This is an optimization exercise on Yosys and OpenROAD, whose aim is small area, not a production implementation. Function was checked by simulation only, so behaviour that the tests miss may differ from the original. Power figures rest on the tool's default switching activity, not on a simulated workload.

== job 2050 ==
==> module regs_uart, before the edit <==
module regs_uart (
    input  logic       clk,
    input  logic       rst,
    input  logic       wr_i,
    input  logic       rd_i,
    input  logic       rx_fifo_empty_i,
    input  logic       rx_oe,
    input  logic       rx_pe,
    input  logic       rx_fe,
    input  logic [7:0] rx_fifo_in,
    input  logic [2:0] addr_i,
    input  logic [7:0] din_i,
    output logic       tx_push_o,
    output logic       rx_pop_o,
    output logic       baud_out,
    output logic       baud_d,
    output logic       fifo_en,
    output logic [7:0] lcr,
    output logic [7:0] dout_o
);
    logic dlab;
    assign dlab = lcr[7];
    logic a0, a1, a2, a3, a5, a7;
    assign a0 = (addr_i == 3'd0);
    assign a1 = (addr_i == 3'd1);
    assign a2 = (addr_i == 3'd2);
    assign a3 = (addr_i == 3'd3);
    assign a5 = (addr_i == 3'd5);
    assign a7 = (addr_i == 3'd7);
    assign tx_push_o = wr_i & a0 & ~dlab;
    assign rx_pop_o  = rd_i & a0 & ~dlab;
    logic [7:0] rx_data;
    always_ff @(posedge clk, posedge rst) begin
        if (rst)           rx_data <= '0;
        else if (rx_pop_o) rx_data <= rx_fifo_in;
    end
    logic [7:0] dlsb, dmsb;
    logic wr_dlsb, wr_dmsb;
    assign wr_dlsb = wr_i & a0 & dlab;
    assign wr_dmsb = wr_i & a1 & dlab;
    always_ff @(posedge clk, posedge rst) begin
        if (rst)          dlsb <= '0;
        else if (wr_dlsb) dlsb <= din_i;
    end
    always_ff @(posedge clk, posedge rst) begin
        if (rst)          dmsb <= '0;
        else if (wr_dmsb) dmsb <= din_i;
    end
    logic dl_updated;
    always_ff @(posedge clk, posedge rst) begin
        if (rst) dl_updated <= 1'b0;
        else     dl_updated <= wr_dlsb | wr_dmsb;
    end
    logic [15:0] baud_counter;
    logic        bc_zero;
    assign bc_zero = (baud_counter == 16'd0);
    always_ff @(posedge clk, posedge rst) begin
        if (rst)                         baud_counter <= '0;
        else if (dl_updated | bc_zero)   baud_counter <= {dmsb, dlsb};
        else                             baud_counter <= baud_counter - 16'd1;
    end
    always_ff @(posedge clk, posedge rst) begin
        if (rst) baud_out <= 1'b0;
        else     baud_out <= (|{dmsb, dlsb}) & bc_zero;
    end
    always_ff @(posedge clk, posedge rst) begin
        if (rst) baud_d <= 1'b0;
        else     baud_d <= baud_out;
    end
    always_ff @(posedge clk, posedge rst) begin
        if (rst)              fifo_en <= 1'b0;
        else if (wr_i & a2)   fifo_en <= din_i[0];
    end
    always_ff @(posedge clk, posedge rst) begin
        if (rst)             lcr <= '0;
        else if (wr_i & a3)  lcr <= din_i;
    end
    logic [7:0] lcr_temp;
    always_ff @(posedge clk, posedge rst) begin
        if (rst)             lcr_temp <= '0;
        else if (rd_i & a3)  lcr_temp <= lcr;
    end
    logic lsr_dr, lsr_oe;
    always_ff @(posedge clk, posedge rst) begin
        if (rst) begin
            lsr_dr <= 1'b0;
            lsr_oe <= 1'b0;
        end else begin
            lsr_dr <= ~rx_fifo_empty_i;
            lsr_oe <= rx_oe;
        end
    end
    logic [4:0] lsr_temp;    
    always_ff @(posedge clk, posedge rst) begin
        if (rst)             lsr_temp <= '0;
        else if (rd_i & a5)  lsr_temp <= {1'b1, rx_fe, rx_pe, lsr_oe, lsr_dr};
    end
    logic [7:0] scr, scr_temp;
    always_ff @(posedge clk, posedge rst) begin
        if (rst)             scr <= '0;
        else if (wr_i & a7)  scr <= din_i;
    end
    always_ff @(posedge clk, posedge rst) begin
        if (rst)             scr_temp <= '0;
        else if (rd_i & a7)  scr_temp <= scr;
    end
    always_ff @(posedge clk, posedge rst) begin
        if (rst) dout_o <= '0;
        else case (addr_i)
            3'd0:    dout_o <= dlab ? dlsb : rx_data;
            3'd1:    dout_o <= dlab ? dmsb : 8'h00;
            3'd3:    dout_o <= lcr_temp;
            3'd5:    dout_o <= {1'b0, lsr_temp[4], lsr_temp[4], 1'b0, lsr_temp[3:0]};
            3'd7:    dout_o <= scr_temp;
            default: dout_o <= 8'h00;
        endcase
    end
endmodule
==> module uart_rx_top, before the edit <==
module uart_rx_top (
    input  logic       clk,
    input  logic       rst,
    input  logic       baud_pulse,
    input  logic       baud_d,        
    input  logic       sticky_parity,
    input  logic       eps,
    input  logic       pen,
    input  logic [1:0] wls,
    input  logic       rx,
    output logic       push,
    output logic       pe,            
    output logic       fe,            
    output logic [7:0] data_out
);
    logic rx_reg;
    always_ff @(posedge clk, posedge rst) begin
        if (rst) rx_reg <= 1'b1;
        else     rx_reg <= rx;
    end
    localparam STATE_IDLE = 3'b000;
    localparam STATE_STRT = 3'b001;
    localparam STATE_TRAN = 3'b010;
    localparam STATE_PARI = 3'b011;
    localparam STATE_STOP = 3'b100;
    logic [2:0] state_reg;
    logic [3:0] count;
    logic [2:0] bit_count;
    logic       pe_reg;
    logic cz, c7, c6, bz;
    assign cz = (count == 4'd0);
    assign c7 = (count == 4'd7);
    assign c6 = (count == 4'd6);
    assign bz = (bit_count == 3'd0);
    always_ff @(posedge clk) begin
        if (rst) state_reg <= STATE_IDLE;
        else if (baud_pulse) begin
            case (state_reg)
                STATE_IDLE: if (~rx_reg)       state_reg <= STATE_STRT;
                STATE_STRT: if (c7 & rx)       state_reg <= STATE_IDLE;
                            else if (cz)       state_reg <= STATE_TRAN;
                STATE_TRAN: if (bz & cz)       state_reg <= pen ? STATE_PARI : STATE_STOP;
                STATE_PARI: if (cz)            state_reg <= STATE_STOP;
                STATE_STOP: if (cz)            state_reg <= STATE_IDLE;
                default:                       state_reg <= STATE_IDLE;
            endcase
        end
    end
    always_ff @(posedge clk) begin
        if (baud_pulse) begin
            if (state_reg == STATE_IDLE || cz || (state_reg == STATE_STRT && c7 && rx))
                count <= 4'd15;
            else
                count <= count - 4'd1;
        end
    end
    always_ff @(posedge clk) begin
        if (baud_pulse) begin
            case (state_reg)
                STATE_STRT: if (cz)        bit_count <= {1'b1, wls};
                STATE_TRAN: if (!bz & cz)  bit_count <= bit_count - 3'd1;
                default: ;
            endcase
        end
    end
    always_ff @(posedge clk, posedge rst) begin
        if (rst) data_out <= '0;
        else if (baud_pulse && state_reg == STATE_TRAN && c7) begin
            case (wls)
                2'b00: data_out <= {3'b000, rx, data_out[4:1]};
                2'b01: data_out <= {2'b00,  rx, data_out[5:1]};
                2'b10: data_out <= {1'b0,   rx, data_out[6:1]};
                2'b11: data_out <= {        rx, data_out[7:1]};
            endcase
        end
    end
    always_ff @(posedge clk) begin
        if (baud_pulse && state_reg == STATE_TRAN && cz && bz)
            pe_reg <= sticky_parity ? ~(rx ^ eps) : ~^{rx, data_out, eps};
    end
    logic pe_strobe;
    assign pe_strobe = baud_d & c6 & (state_reg == STATE_PARI);
    assign push      = baud_d & c6 & (state_reg == STATE_STOP);
    always_ff @(posedge clk, posedge rst) begin
        if (rst) begin
            pe <= 1'b0;
            fe <= 1'b0;
        end else begin
            if (pe_strobe) pe <= pe_reg;
            if (push)      fe <= ~rx_reg;
        end
    end
endmodule
clock: 10.0 ns
lec_check: 0
cap_margin: 20
core_margin: 2
core_utilization: 40
cts_buf_list: sky130_fd_sc_hd__clkbuf_16
cts_cluster_diameter: 100
cts_cluster_size: 26
slew_margin: 20
run.sh (not shown) runs the stock make flow with config.mk's settings and CLKGATE_MAP_FILE= SYNTH_SCRIPT=/design/flow/synth_recipe.tcl, a recipe that flattens the netlist after the stock synthesis.
Job 2050 finished every stage and its layout cleared the timing, design-rule and antenna checks.
The inputs of job 3248 differ from those of job 2050 as listed below.
diff --git a/flow/design.v b/flow/design.v
--- a/flow/design.v
+++ b/flow/design.v
@@ -30,29 +30,19 @@
     assign a7 = (addr_i == 3'd7);
     assign tx_push_o = wr_i & a0 & ~dlab;
     assign rx_pop_o  = rd_i & a0 & ~dlab;
     logic [7:0] rx_data;
-    always_ff @(posedge clk, posedge rst) begin
-        if (rst)           rx_data <= '0;
-        else if (rx_pop_o) rx_data <= rx_fifo_in;
-    end
-    logic [7:0] dlsb, dmsb;
+    always_ff @(posedge clk) if (rx_pop_o | rst) rx_data <= rx_fifo_in;
     logic wr_dlsb, wr_dmsb;
     assign wr_dlsb = wr_i & a0 & dlab;
     assign wr_dmsb = wr_i & a1 & dlab;
-    always_ff @(posedge clk, posedge rst) begin
-        if (rst)          dlsb <= '0;
-        else if (wr_dlsb) dlsb <= din_i;
-    end
-    always_ff @(posedge clk, posedge rst) begin
-        if (rst)          dmsb <= '0;
-        else if (wr_dmsb) dmsb <= din_i;
-    end
+    logic [7:0] din_r;       
+    assign din_r = din_i & {8{~rst}};
+    logic [7:0] dlsb, dmsb;
+    always_ff @(posedge clk) if (wr_dlsb | rst) dlsb <= din_r;
+    always_ff @(posedge clk) if (wr_dmsb | rst) dmsb <= din_r;
     logic dl_updated;
-    always_ff @(posedge clk, posedge rst) begin
-        if (rst) dl_updated <= 1'b0;
-        else     dl_updated <= wr_dlsb | wr_dmsb;
-    end
+    always_ff @(posedge clk) dl_updated <= wr_dlsb | wr_dmsb;
     logic [15:0] baud_counter;
     logic        bc_zero;
     assign bc_zero = (baud_counter == 16'd0);
     always_ff @(posedge clk, posedge rst) begin
@@ -63,45 +53,28 @@
     always_ff @(posedge clk, posedge rst) begin
         if (rst) baud_out <= 1'b0;
         else     baud_out <= (|{dmsb, dlsb}) & bc_zero;
     end
-    always_ff @(posedge clk, posedge rst) begin
-        if (rst) baud_d <= 1'b0;
-        else     baud_d <= baud_out;
-    end
-    always_ff @(posedge clk, posedge rst) begin
-        if (rst)              fifo_en <= 1'b0;
-        else if (wr_i & a2)   fifo_en <= din_i[0];
-    end
-    always_ff @(posedge clk, posedge rst) begin
-        if (rst)             lcr <= '0;
-        else if (wr_i & a3)  lcr <= din_i;
-    end
+    always_ff @(posedge clk) baud_d <= baud_out;
+    always_ff @(posedge clk) if (wr_i & a2 | rst) fifo_en <= din_r[0];
+    always_ff @(posedge clk) if (wr_i & a3 | rst) lcr <= din_r;
     logic [7:0] lcr_temp;
     always_ff @(posedge clk, posedge rst) begin
         if (rst)             lcr_temp <= '0;
         else if (rd_i & a3)  lcr_temp <= lcr;
     end
     logic lsr_dr, lsr_oe;
-    always_ff @(posedge clk, posedge rst) begin
-        if (rst) begin
-            lsr_dr <= 1'b0;
-            lsr_oe <= 1'b0;
-        end else begin
-            lsr_dr <= ~rx_fifo_empty_i;
-            lsr_oe <= rx_oe;
-        end
+    always_ff @(posedge clk) begin
+        lsr_dr <= ~rx_fifo_empty_i;
+        lsr_oe <= rx_oe;
     end
     logic [4:0] lsr_temp;    
     always_ff @(posedge clk, posedge rst) begin
         if (rst)             lsr_temp <= '0;
         else if (rd_i & a5)  lsr_temp <= {1'b1, rx_fe, rx_pe, lsr_oe, lsr_dr};
     end
     logic [7:0] scr, scr_temp;
-    always_ff @(posedge clk, posedge rst) begin
-        if (rst)             scr <= '0;
-        else if (wr_i & a7)  scr <= din_i;
-    end
+    always_ff @(posedge clk) if (wr_i & a7 | rst) scr <= din_r;
     always_ff @(posedge clk, posedge rst) begin
         if (rst)             scr_temp <= '0;
         else if (rd_i & a7)  scr_temp <= scr;
     end
@@ -297,12 +270,9 @@
     output logic       fe,            
     output logic [7:0] data_out
 );
     logic rx_reg;
-    always_ff @(posedge clk, posedge rst) begin
-        if (rst) rx_reg <= 1'b1;
-        else     rx_reg <= rx;
-    end
+    always_ff @(posedge clk) rx_reg <= rx;
     localparam STATE_IDLE = 3'b000;
     localparam STATE_STRT = 3'b001;
     localparam STATE_TRAN = 3'b010;
     localparam STATE_PARI = 3'b011;
--- outcome ---
- Summary: worst slack on hold paths, job 3248 better than job 2050
- Changes observed in job 3248 relative to job 2050: post-synthesis to final-layout area growth went up; fraction of power spent switching nets went down; wire length went down.
- A slowest stage cell on the critical path of clkdlybuf4s50_1 is what job 3248 shows, while buf_4 belongs to job 2050.
- Lower clock power was reported by job 3248, not job 2050.
- As far as number of antenna-violating nets in the routed design goes, job 2050 and job 3248 are indistinguishable; the numbers are identical.
- Taking job 2050 as the reference point, the worst setup slack of job 3248 rises by 0.10 ns.

==> separate check: timing with driven ports <==
Ports are ideal in the flow. The routed layouts listed here were re-timed in OpenROAD. Step 1 sets driving cells, clkbuf_16 on the clock port and buf_2 on the other inputs (assumed; they add their load-dependent delay and slew). Step 2 moves the port delays by t, midway between the first and last clock arrival at a register: inputs arrive t later, outputs are due t later. That takes back most of the time a late clock gives input paths. Three values: ideal, step 1, step 2; two values: the first two.
run	shift t [ns]	setup WS [ns]	worst hold slack (ns)	worst setup path after step 2	latest minus earliest clock arrival (ns)
job 2050	0.571	5.050 / 5.065 / 4.494	0.357 / 0.357 / 0.357	input to register	0.015 / 0.015
job 3248	0.567	5.155 / 5.184 / 4.617	0.366 / 0.366 / 0.366	input to register	0.015 / 0.014
After both steps setup and hold are still met in every run listed. For job 2050, which loses most, drivers alone change the setup slack by +0.015 ns; drivers and shift together by -0.556 ns.
